This design comes from an exercise in tuning for small area and a short achievable clock period on the open sky130 flow, not from production work. The RTL was checked by simulation tests, not by an equivalence proof against the original design. No activity file was given, so power comes from the tool's default toggle rates.

## lane 1
## alu_top
module alu_top(
    input             clk,
    input      [31:0] a,
    input      [31:0] b,
    input      [3:0]  opcode,
    input             cin,
    input             bin,
    input             en,
    output reg [31:0] sum,
    output reg [31:0] diff,
    output reg [31:0] result,
    output reg        cout,
    output reg        bout,
    output            zero,
    output            sign,
    output reg        carry,
    output reg        overflow,
    output            parity
);
  reg [31:0] a_q, b_q;
  reg [3:0]  op_q;
  reg        cin_q, bin_q, en_q;
  reg [11:0] rk_q;
  reg [11:0] qk_q;
  wire h1 = ~b[31];
  wire h2 = h1 & ~b[30];
  wire h3 = h2 & ~b[29];
  wire h4 = h3 & ~b[28];
  wire h5 = h4 & ~b[27];
  wire h6 = h5 & ~b[26];
  wire h7 = h6 & ~b[25];
  wire h8 = h7 & ~b[24];
  wire h9 = h8 & ~b[23];
  wire h10 = h9 & ~b[22];
  wire h11 = h10 & ~b[21];
  wire h12 = h11 & ~b[20];
  wire h13 = h12 & ~b[19];
  wire h14 = h13 & ~b[18];
  wire h15 = h14 & ~b[17];
  wire h16 = h15 & ~b[16];
  wire h17 = h16 & ~b[15];
  wire h18 = h17 & ~b[14];
  wire h19 = h18 & ~b[13];
  wire h20 = h19 & ~b[12];
  wire h21 = h20 & ~b[11];
  wire h22 = h21 & ~b[10];
  wire h23 = h22 & ~b[9];
  wire h24 = h23 & ~b[8];
  wire h25 = h24 & ~b[7];
  wire h26 = h25 & ~b[6];
  wire h27 = h26 & ~b[5];
  wire h28 = h27 & ~b[4];
  wire h29 = h28 & ~b[3];
  wire h30 = h29 & ~b[2];
  wire h31 = h30 & ~b[1];
  wire mp32 = opcode == 4'd9;
  wire nm33 = ~mp32;
  wire nbd34 = ~b[0] & nm33;
  wire nbd35 = ~b[1] & nm33;
  wire nbd36 = ~b[2] & nm33;
  wire nbd37 = ~b[3] & nm33;
  wire nbd38 = ~b[4] & nm33;
  wire nbd39 = ~b[5] & nm33;
  wire nbd40 = ~b[6] & nm33;
  wire nbd41 = ~b[7] & nm33;
  wire nbd42 = ~b[8] & nm33;
  wire nbd43 = ~b[9] & nm33;
  wire nbd44 = ~b[10] & nm33;
  wire nbd45 = ~b[11] & nm33;
  wire nbd46 = ~b[12] & nm33;
  ...
Settings: LEC_CHECK=0, ABC_AREA=1, CAP_MARGIN=20, CORE_MARGIN=2, CORE_UTILIZATION=55, PLACE_DENSITY=0.7, SLEW_MARGIN=20; clock period 125.0 ns.
standard.sh (not shown) runs the stock make flow with config.mk's settings and CLKGATE_MAP_FILE= SYNTH_SCRIPT=/design/flow/synth_recipe.tcl, a recipe that flattens the netlist after the stock synthesis.
==> flow/flow/run.sh <==
#!/bin/bash
# The standard layout (the standard.sh), except that repair_timing aims for extra setup
# slack (SETUP_SLACK_MARGIN ns instead of 0): 80 ns up to clock-tree synthesis and 72 ns after
# global routing, so it sizes the long divider paths even though they meet the 125 ns clock.
set -euo pipefail
bash standard.sh SETUP_SLACK_MARGIN=80 cts > orfs_make_cts.log 2>&1
bash standard.sh SETUP_SLACK_MARGIN=72 grt > orfs_make_grt.log 2>&1
bash standard.sh finish > orfs_make_finish.log 2>&1
No stage failed in lane 1, and the final checks on the layout all came back clean.
[inputs] lane 2 vs lane 1
- PLACE_DENSITY changed from 0.7 to 0.8
- CORE_UTILIZATION changed from 55 to 65
==> flow/flow/run.sh <==
#!/bin/bash
# The standard layout (the standard.sh), except that up to clock-tree synthesis
# repair_timing aims for SETUP_SLACK_MARGIN ns of setup slack instead of 0, so it sizes the
# long divider paths even though they meet the 125 ns clock. Routing and the rest run as in
# the standard flow.
set -euo pipefail
bash standard.sh SETUP_SLACK_MARGIN=78 cts > orfs_make_cts.log 2>&1
bash standard.sh finish > orfs_make_finish.log 2>&1
Lane 2 ends up with higher share of total power in sequential cells than lane 1 does.
Cmp lane 1 and lane 2 / power share of the clock group / higher: lane 2
The run showing the greater post-CTS setup buffer count is lane 1.
Taking lane 1 as the reference, in lane 2 combined global-route utilization of all metal layers rose by 4.7 points; worst setup slack lost 2140 ps.
Taking lane 1 as the reference point, the full die area of lane 2 falls by about 15%.
The higher final cell count without fillers came out of lane 1.
Count of buffer and inverter cells on the critical path (lane 2 / lane 1): 0.903
Number of fill cells in the layout ends up lower on lane 2.
On lane 2: placed cell area is 260 um^2 lower than what lane 1 gave.
Row design area: lane 2 lower / lane 1 higher
diff inputs: lane 2 => lane 3
- CORE_UTILIZATION: 65 -> 55
- PLACE_DENSITY: 0.8 -> 0.7
==> run notes <==
Looking at launch point of the worst path, the op_q[2]$_DFF_P_ result is from lane 2; the op_q[3]$_DFF_P_ one comes from lane 3. Delta (lane 3 minus lane 2): sequential share of layout area barely changed, highest net fanout along the worst path decreased 1, via count of the first global-routing pass lost about 2.3%, total placed instance area went up 0.64%, total power ~0 delta. From lane 2 to lane 3 the numbers moved as follows: period utilization fell 0.21 points; cell area rose about 0.9%.
--- input diff lane 3..lane 4 ---
- PLACE_DENSITY: 0.7 -> unset
- CORE_UTILIZATION: 55 -> 30
==> flow/run.sh (new file) <==
#!/bin/bash
# synth_recipe.tcl (not shown) runs the flow's synth.tcl, then flattens the netlist and writes it again
# the make line also repeats each setting of config.mk as NAME=value (left out here)
make -C /OpenROAD-flow-scripts/flow DESIGN_CONFIG=/design/flow/config.mk WORK_HOME=/design/flow/orfs CLKGATE_MAP_FILE= SYNTH_SCRIPT=/design/flow/synth_recipe.tcl finish
removed: flow/flow/run.sh
removed: flow/standard.sh
Results
Looking at lane 4 and lane 3, the fraction of standard cell area that is sequential is a wash.
Against lane 3, lane 4 reports a global-route usage that is lower.
Summary — final core utilization, lane 4 relative to lane 3: lower, by 28 points.
Worst hold margin up 18 ps in lane 4 wrt lane 3
Here is what was changed in the inputs of lane 5 compared with lane 4.
- CORE_UTILIZATION changed from 30 to 55
- PLACE_DENSITY newly set to 0.7
==> flow/flow/run.sh (new file) <==
#!/bin/bash
# The standard layout (the standard.sh), except that up to clock-tree synthesis
# repair_timing aims for SETUP_SLACK_MARGIN ns of setup slack instead of 0, so it sizes the
# long divider paths even though they meet the 125 ns clock. Routing and the rest run as in
# the standard flow.
set -euo pipefail
bash standard.sh SETUP_SLACK_MARGIN=81 cts > orfs_make_cts.log 2>&1
bash standard.sh finish > orfs_make_finish.log 2>&1
==> flow/standard.sh (new file) <==
#!/bin/bash
# synth_recipe.tcl (not shown) runs the flow's synth.tcl, then flattens the netlist and writes it again
# the make line also repeats each setting of config.mk as NAME=value (left out here)
make -C /OpenROAD-flow-scripts/flow DESIGN_CONFIG=/design/flow/config.mk WORK_HOME=/design/flow/orfs CLKGATE_MAP_FILE= SYNTH_SCRIPT=/design/flow/synth_recipe.tcl "${@:-finish}"
removed: flow/run.sh
--- outcome ---
- The kind of critical path comes out input pin to flip-flop in one run and flip-flop to flip-flop in the other, namely in lane 5 and lane 4 respectively.
- Compared to lane 4, lane 5 was floorplanned on a smaller die.
- Where first-pass GRT wire length is concerned, lane 4 is better than lane 5.
- Row switching component of the power: lane 5 higher / lane 4 lower
- For the met2 usage in global routing, lane 5 came in 27 points higher than lane 4 did.
- Re delay of the slowest cell on the worst path: lane 4 was higher than lane 5.
- The sequential share of layout area in lane 5 sits 0.60 points below the value recorded for lane 4.
- Against lane 4 as the reference, lane 5 delivers a higher maximum vdd ir drop.
- In lane 5 relative to lane 4, critical path depth had gone down by more than half.
- Length of the first detailed-routing pass in iterations in lane 5 is 1 higher than in lane 4
- Power grows by a little under 10% when moving from lane 4 to lane 5.
- Run comparison: lane 5 startpoint of the most critical setup path b[12]; lane 4 startpoint of the most critical setup path op_q[3]$_DFF_P_

## static timing again, ports no longer ideal
How much do the figures lean on ideal ports? The routed layouts below were timed once more, with nothing changed but the port constraints.
Step 1 sets driving cells, clkbuf_16 on the clock port and buf_2 on the other inputs (assumed; they add their load-dependent delay and slew).
Step 2 adds t to the input delays and takes it off the output delays; t is the mean of the earliest and latest rising clock arrival at the registers after step 1. Input paths then give back, and output paths get back, about the clock's delay inside the block.
a / b / c = ideal / step 1 / step 2; a / b = the first two.
| run | t (ns) | setup slack, ns | clock arrival spread, ns | slew at the worst register clock pin (ns) | cell pins on the clock port's net |
|---|---|---|---|---|---|
| lane 1 | 0.518 | 78.730 / 78.730 / 78.701 | 0.017 / 0.018 | 0.09 / 0.09 | 1 |
| lane 2 | 0.512 | 76.585 / 76.585 / 76.585 | 0.020 / 0.019 | 0.09 / 0.09 | 1 |
| lane 3 | 0.506 | 76.842 / 76.842 / 76.842 | 0.018 / 0.019 | 0.09 / 0.09 | 1 |
| lane 4 | 0.490 | 64.116 / 64.116 / 64.116 | 0.034 / 0.034 | 0.10 / 0.10 | 1 |
| lane 5 | 0.506 | 79.471 / 79.496 / 78.990 | 0.018 / 0.017 | 0.09 / 0.09 | 1 |
After both steps every run listed still meets setup and hold. The setup slack of lane 5, which loses most, moves by +0.025 ns with the drivers and by -0.481 ns with both steps.
